From an optimization exercise on the open Yosys and OpenROAD flow, aimed at small area; shortcuts taken in it are not production practice. Function was checked by simulation only, so behaviour that the tests miss may differ from the original. The flow treats the clock pin as an ideal source, which a real chip does not have. Power is estimated from default activity; no workload was simulated.

Setup of run 1:
## ram32
module ram32(
    input clk,
    input rst,
    input [4:0] addr_a, addr_b,
    input [31:0] data_in_a, data_in_b,
    input we_a, we_b,
    input re_a, re_b,
    output reg [31:0] data_out_a, data_out_b
);
For scale: about 3800 cells after synthesis, about 1100 flip-flops, ~0.047 sq mm of cells after synthesis.
clock: 4.0 ns
lec_check: 0
cap_margin: 20
cell_pad_in_sites_detail_placement: 1
cell_pad_in_sites_global_placement: 1
core_margin: 2
core_utilization: 45
cts_cluster_diameter: 100
cts_cluster_size: 25
place_density: 0.5
setup_slack_margin: 0.5
slew_margin: 20
synth_hierarchical: 1
synth_minimum_keep_size: 0
standard.sh (not shown) runs the stock make flow with config.mk's settings and CLKGATE_MAP_FILE= SYNTH_SCRIPT=/design/flow/synth_recipe.tcl, a recipe that flattens the netlist after the stock synthesis.
==> flow/flow/run.sh <==
#!/bin/bash
# Own layout flow: the standard ORFS flow (standard.sh) with these
# changes, all through ORFS's own variables:
#  - the synthesis netlist's buffers are removed at floorplan, and global
#    placement is not timing-driven, so high-fanout nets are not buffered
#    early, while cells are still spread out;
#  - ports are buffered with the smallest buffer cell;
#  - before repair_design, flow/presize.tcl gives each high-fanout net just
#    enough drive (a stronger driver or one buffer, whichever is smaller);
#  - clock tree synthesis without dummy loads;
#  - after CTS, flow/downsize.tcl shrinks logic cells that synthesis sized
#    for more load than they drive, then repairs slew, capacitance and setup.
# make's output goes to make_finish.log; each ORFS step keeps its own log
# under orfs/logs/.
set -euo pipefail
W=$(cd "$(dirname "$0")/.." && pwd)
cd "$W"
bash standard.sh \
  REMOVE_ABC_BUFFERS=1 \
  GPL_TIMING_DRIVEN=0 \
  "BUFFER_PORTS_ARGS=-buffer_cell sky130_fd_sc_hd__buf_1" \
  PRE_RESIZE_TCL="$W/flow/presize.tcl" \
  "CTS_ARGS=-sink_clustering_enable -repair_clock_nets -sink_clustering_size 25 -sink_clustering_max_diameter 100 -dont_use_dummy_load" \
  POST_CTS_TCL="$W/flow/downsize.tcl" \
  finish > "$W/make_finish.log" 2>&1
==> flow/flow/downsize.tcl <==
# Runs after CTS (POST_CTS_TCL). Swaps each logic cell that drives only a
# few loads for the smallest cell of the same function that keeps the slew on
# its output net under a target and the worst setup slack above a margin:
# synthesis sized some of them for loads they do not have in the layout.
# Buffers and the drivers of high-fanout nets keep the sizes the placement
# step gave them. A repair of slew, capacitance and setup follows.
set_propagated_clock [all_clocks]
estimate_parasitics -placement
estimate_parasitics -placement

proc my_ds_area {m} { return [expr {[$m getWidth] * [$m getHeight] / 1e6}] }

proc my_ds_net_slew {net} {
  set w 0
  foreach it [$net getITerms] {
    set pin [get_pins [[$it getInst] getName]/[[$it getMTerm] getName]]
    foreach p {slew_max_rise slew_max_fall} {
      set s [get_property $pin $p]
      if {$s > $w} { set w $s }
    }
  }
  return $w
}

proc my_downsize {target min_slack maxfo} {
  set db [ord::get_db]
  set block [ord::get_db_block]
  set saved 0.0
  set n 0
  set insts {}
  foreach inst [$block getInsts] {
    set m [$inst getMaster]
    if {[$m getType] ne "CORE"} continue
    if {[$inst isDoNotTouch]} continue
    if {![regexp {^(sky130_fd_sc_hd__[a-z0-9]+)_(\d+)$} [$m getName] -> base sz]} continue
    if {[regexp {^sky130_fd_sc_hd__(df|sdf|edf|clk|dly|conb|tap|fill|decap|diode|buf|inv)} $base]} continue
    lappend insts [list $inst $base $m]
  }
  foreach e $insts {
    lassign $e inst base m0
    set out ""
    foreach it [$inst getITerms] {
      if {[$it isOutputSignal] && [$it getNet] ne "NULL"} { set out [$it getNet] }
    }
    if {$out eq "" || [$out getSigType] ne "SIGNAL"} continue
    if {[llength [$out getITerms]] > $maxfo + 1} continue
    set a0 [my_ds_area $m0]
    set cands {}
    foreach s {0 1 2 3 4 6 8 12 16} {
      set m [$db findMaster ${base}_$s]
      if {$m ne "NULL" && [my_ds_area $m] < $a0} { lappend cands [list [my_ds_area $m] $m] }
    }
    set done 0
    foreach c [lsort -real -index 0 $cands] {
      set m [lindex $c 1]
      replace_cell [$inst getName] [$m getName]
      if {[my_ds_net_slew $out] <= $target && [sta::worst_slack_cmd max] >= $min_slack} {
        set saved [expr {$saved + $a0 - [lindex $c 0]}]
        incr n
        set done 1
        break
      }
    }
    if {!$done} { replace_cell [$inst getName] [$m0 getName] }
  }
  puts "my_downsize: $n cells smaller, [format %.1f $saved] um2 less"
}

set my_ds_wns [sta::worst_slack_cmd max]
puts "my_downsize: worst slack before [format %.3f [expr {$my_ds_wns * 1e9}]] ns"
my_downsize 1.0 [expr {min(0.5e-9, $my_ds_wns)}] 4
estimate_parasitics -placement
puts "my_downsize: worst slack after [format %.3f [expr {[sta::worst_slack_cmd max] * 1e9}]] ns"
repair_design -slew_margin 20 -cap_margin 20
repair_timing -setup -setup_margin 0.5
detailed_placement
check_placement
estimate_parasitics -placement
puts "my_downsize: worst slack after repair [format %.3f [expr {[sta::worst_slack_cmd max] * 1e9}]] ns"
Other scripts of this flow, unchanged in this note and not shown: flow/flow/presize.tcl
Run 1: all stages complete, timing, DRC and antenna checks passed
diff inputs: run 1 => run 2
- clearing SETUP_SLACK_MARGIN, which used to be 0.5
-- flow/flow/downsize.tcl --
<<< run 1, line 69
set my_ds_wns [sta::worst_slack_cmd max]
puts "my_downsize: worst slack before [format %.3f [expr {$my_ds_wns * 1e9}]] ns"
my_downsize 1.0 [expr {min(0.5e-9, $my_ds_wns)}] 4
estimate_parasitics -placement
puts "my_downsize: worst slack after [format %.3f [expr {[sta::worst_slack_cmd max] * 1e9}]] ns"
repair_design -slew_margin 20 -cap_margin 20
repair_timing -setup -setup_margin 0.5
detailed_placement
check_placement
>>> run 2, line 69
set my_ds_wns [sta::worst_slack_cmd max]
puts "my_downsize: worst slack before [format %.3f [expr {$my_ds_wns * 1e9}]] ns"
my_downsize 1.0 [expr {min(0.2e-9, $my_ds_wns)}] 4
estimate_parasitics -placement
puts "my_downsize: worst slack after [format %.3f [expr {[sta::worst_slack_cmd max] * 1e9}]] ns"
repair_design -slew_margin 20 -cap_margin 20
repair_timing -setup -setup_margin 0.1
detailed_placement
check_placement
### Flow results
There was hardly any difference in total vias in the final route between run 1 and run 2. Of run 1 and run 2, the lower final antenna diode count belongs to run 2. Clock period minus final worst setup slack sits higher in run 2 than in run 1. On share of the core filled with cells in the final layout, run 1 and run 2 are neck and neck. In run 2 the implementation completed, yet the final layout does not meet the checks, the culprit being negative setup slack. | area of the mapped netlist | run 1 vs run 2 | ≈ equal |. As far as number of top-level pins goes, run 1 and run 2 are indistinguishable; the numbers are identical. Between run 2 and run 1, the switching power total does not differ in any meaningful way. Run 1 and run 2 ended up with nearly the same net total in the final layout. Run 2 ended with less post-synthesis to final-layout area growth than run 1. Changes observed in run 2 relative to run 1: number of standard cells in the final layout excluding fillers flat, total internal power stayed essentially flat.
## Diff of input files: run 3 against run 2
- setting SETUP_SLACK_MARGIN to 0.35 for the first time
-- flow/flow/downsize.tcl --
<<< run 2, line 69
set my_ds_wns [sta::worst_slack_cmd max]
puts "my_downsize: worst slack before [format %.3f [expr {$my_ds_wns * 1e9}]] ns"
my_downsize 1.0 [expr {min(0.2e-9, $my_ds_wns)}] 4
estimate_parasitics -placement
puts "my_downsize: worst slack after [format %.3f [expr {[sta::worst_slack_cmd max] * 1e9}]] ns"
repair_design -slew_margin 20 -cap_margin 20
repair_timing -setup -setup_margin 0.1
detailed_placement
check_placement
>>> run 3, line 69
set my_ds_wns [sta::worst_slack_cmd max]
puts "my_downsize: worst slack before [format %.3f [expr {$my_ds_wns * 1e9}]] ns"
my_downsize 1.0 [expr {min(0.35e-9, $my_ds_wns)}] 4
estimate_parasitics -placement
puts "my_downsize: worst slack after [format %.3f [expr {[sta::worst_slack_cmd max] * 1e9}]] ns"
repair_design -slew_margin 20 -cap_margin 20
repair_timing -setup -setup_margin 0.35
detailed_placement
check_placement
Results
Every stage of the flow completed for run 3, and the final layout passed the timing, design-rule and antenna checks. Compare run 3 and run 2 | total negative slack lower: run 2. The clock skew reported for run 3 is greater than that of run 2 by 0.0043 ns. The count of vias placed by the detailed router of run 2 and that of run 3 are within noise of each other. In terms of area added between synthesis and finish, run 2 and run 3 differ only marginally. Any difference in sequential share of layout area between run 2 and run 3 is small enough to ignore. Diff run 3..run 2 | via count normalized by instance count | negligible. Run 3 reports its timing startpoint of the critical path as addr_b[0] while run 2 reports addr_b[1].

## static timing again, ports no longer ideal
No port has a modelled driver above. Below, the same layouts with a new extraction and two added sets of constraints. Step 1 assumes that a clkbuf_16 drives the clock port and a buf_2 every other input. Step 2, shift: input delay + t, output delay - t, t = (earliest + latest rising clock arrival at the registers) / 2. This alone moves slack from input paths to output paths. Slacks: ideal / step 1 / step 2; pairs: ideal / step 1.
run | shift t [ns] | setup WS [ns] | worst setup path after step 2 | worst slew at a driven data input, ns
run 1 | 0.791 | 0.231 / 0.275 / -0.516 | input to register | 0.20
run 2 | 0.792 | -0.152 / -0.104 / -0.897 | input to register | 0.21
run 3 | 0.795 | 0.166 / 0.219 / -0.576 | input to register | 0.20
Met with ideal ports but missed after step 2: setup timing in run 1 and run 3. For run 1, which loses most, drivers alone change the setup slack by +0.044 ns; drivers and shift together by -0.747 ns.
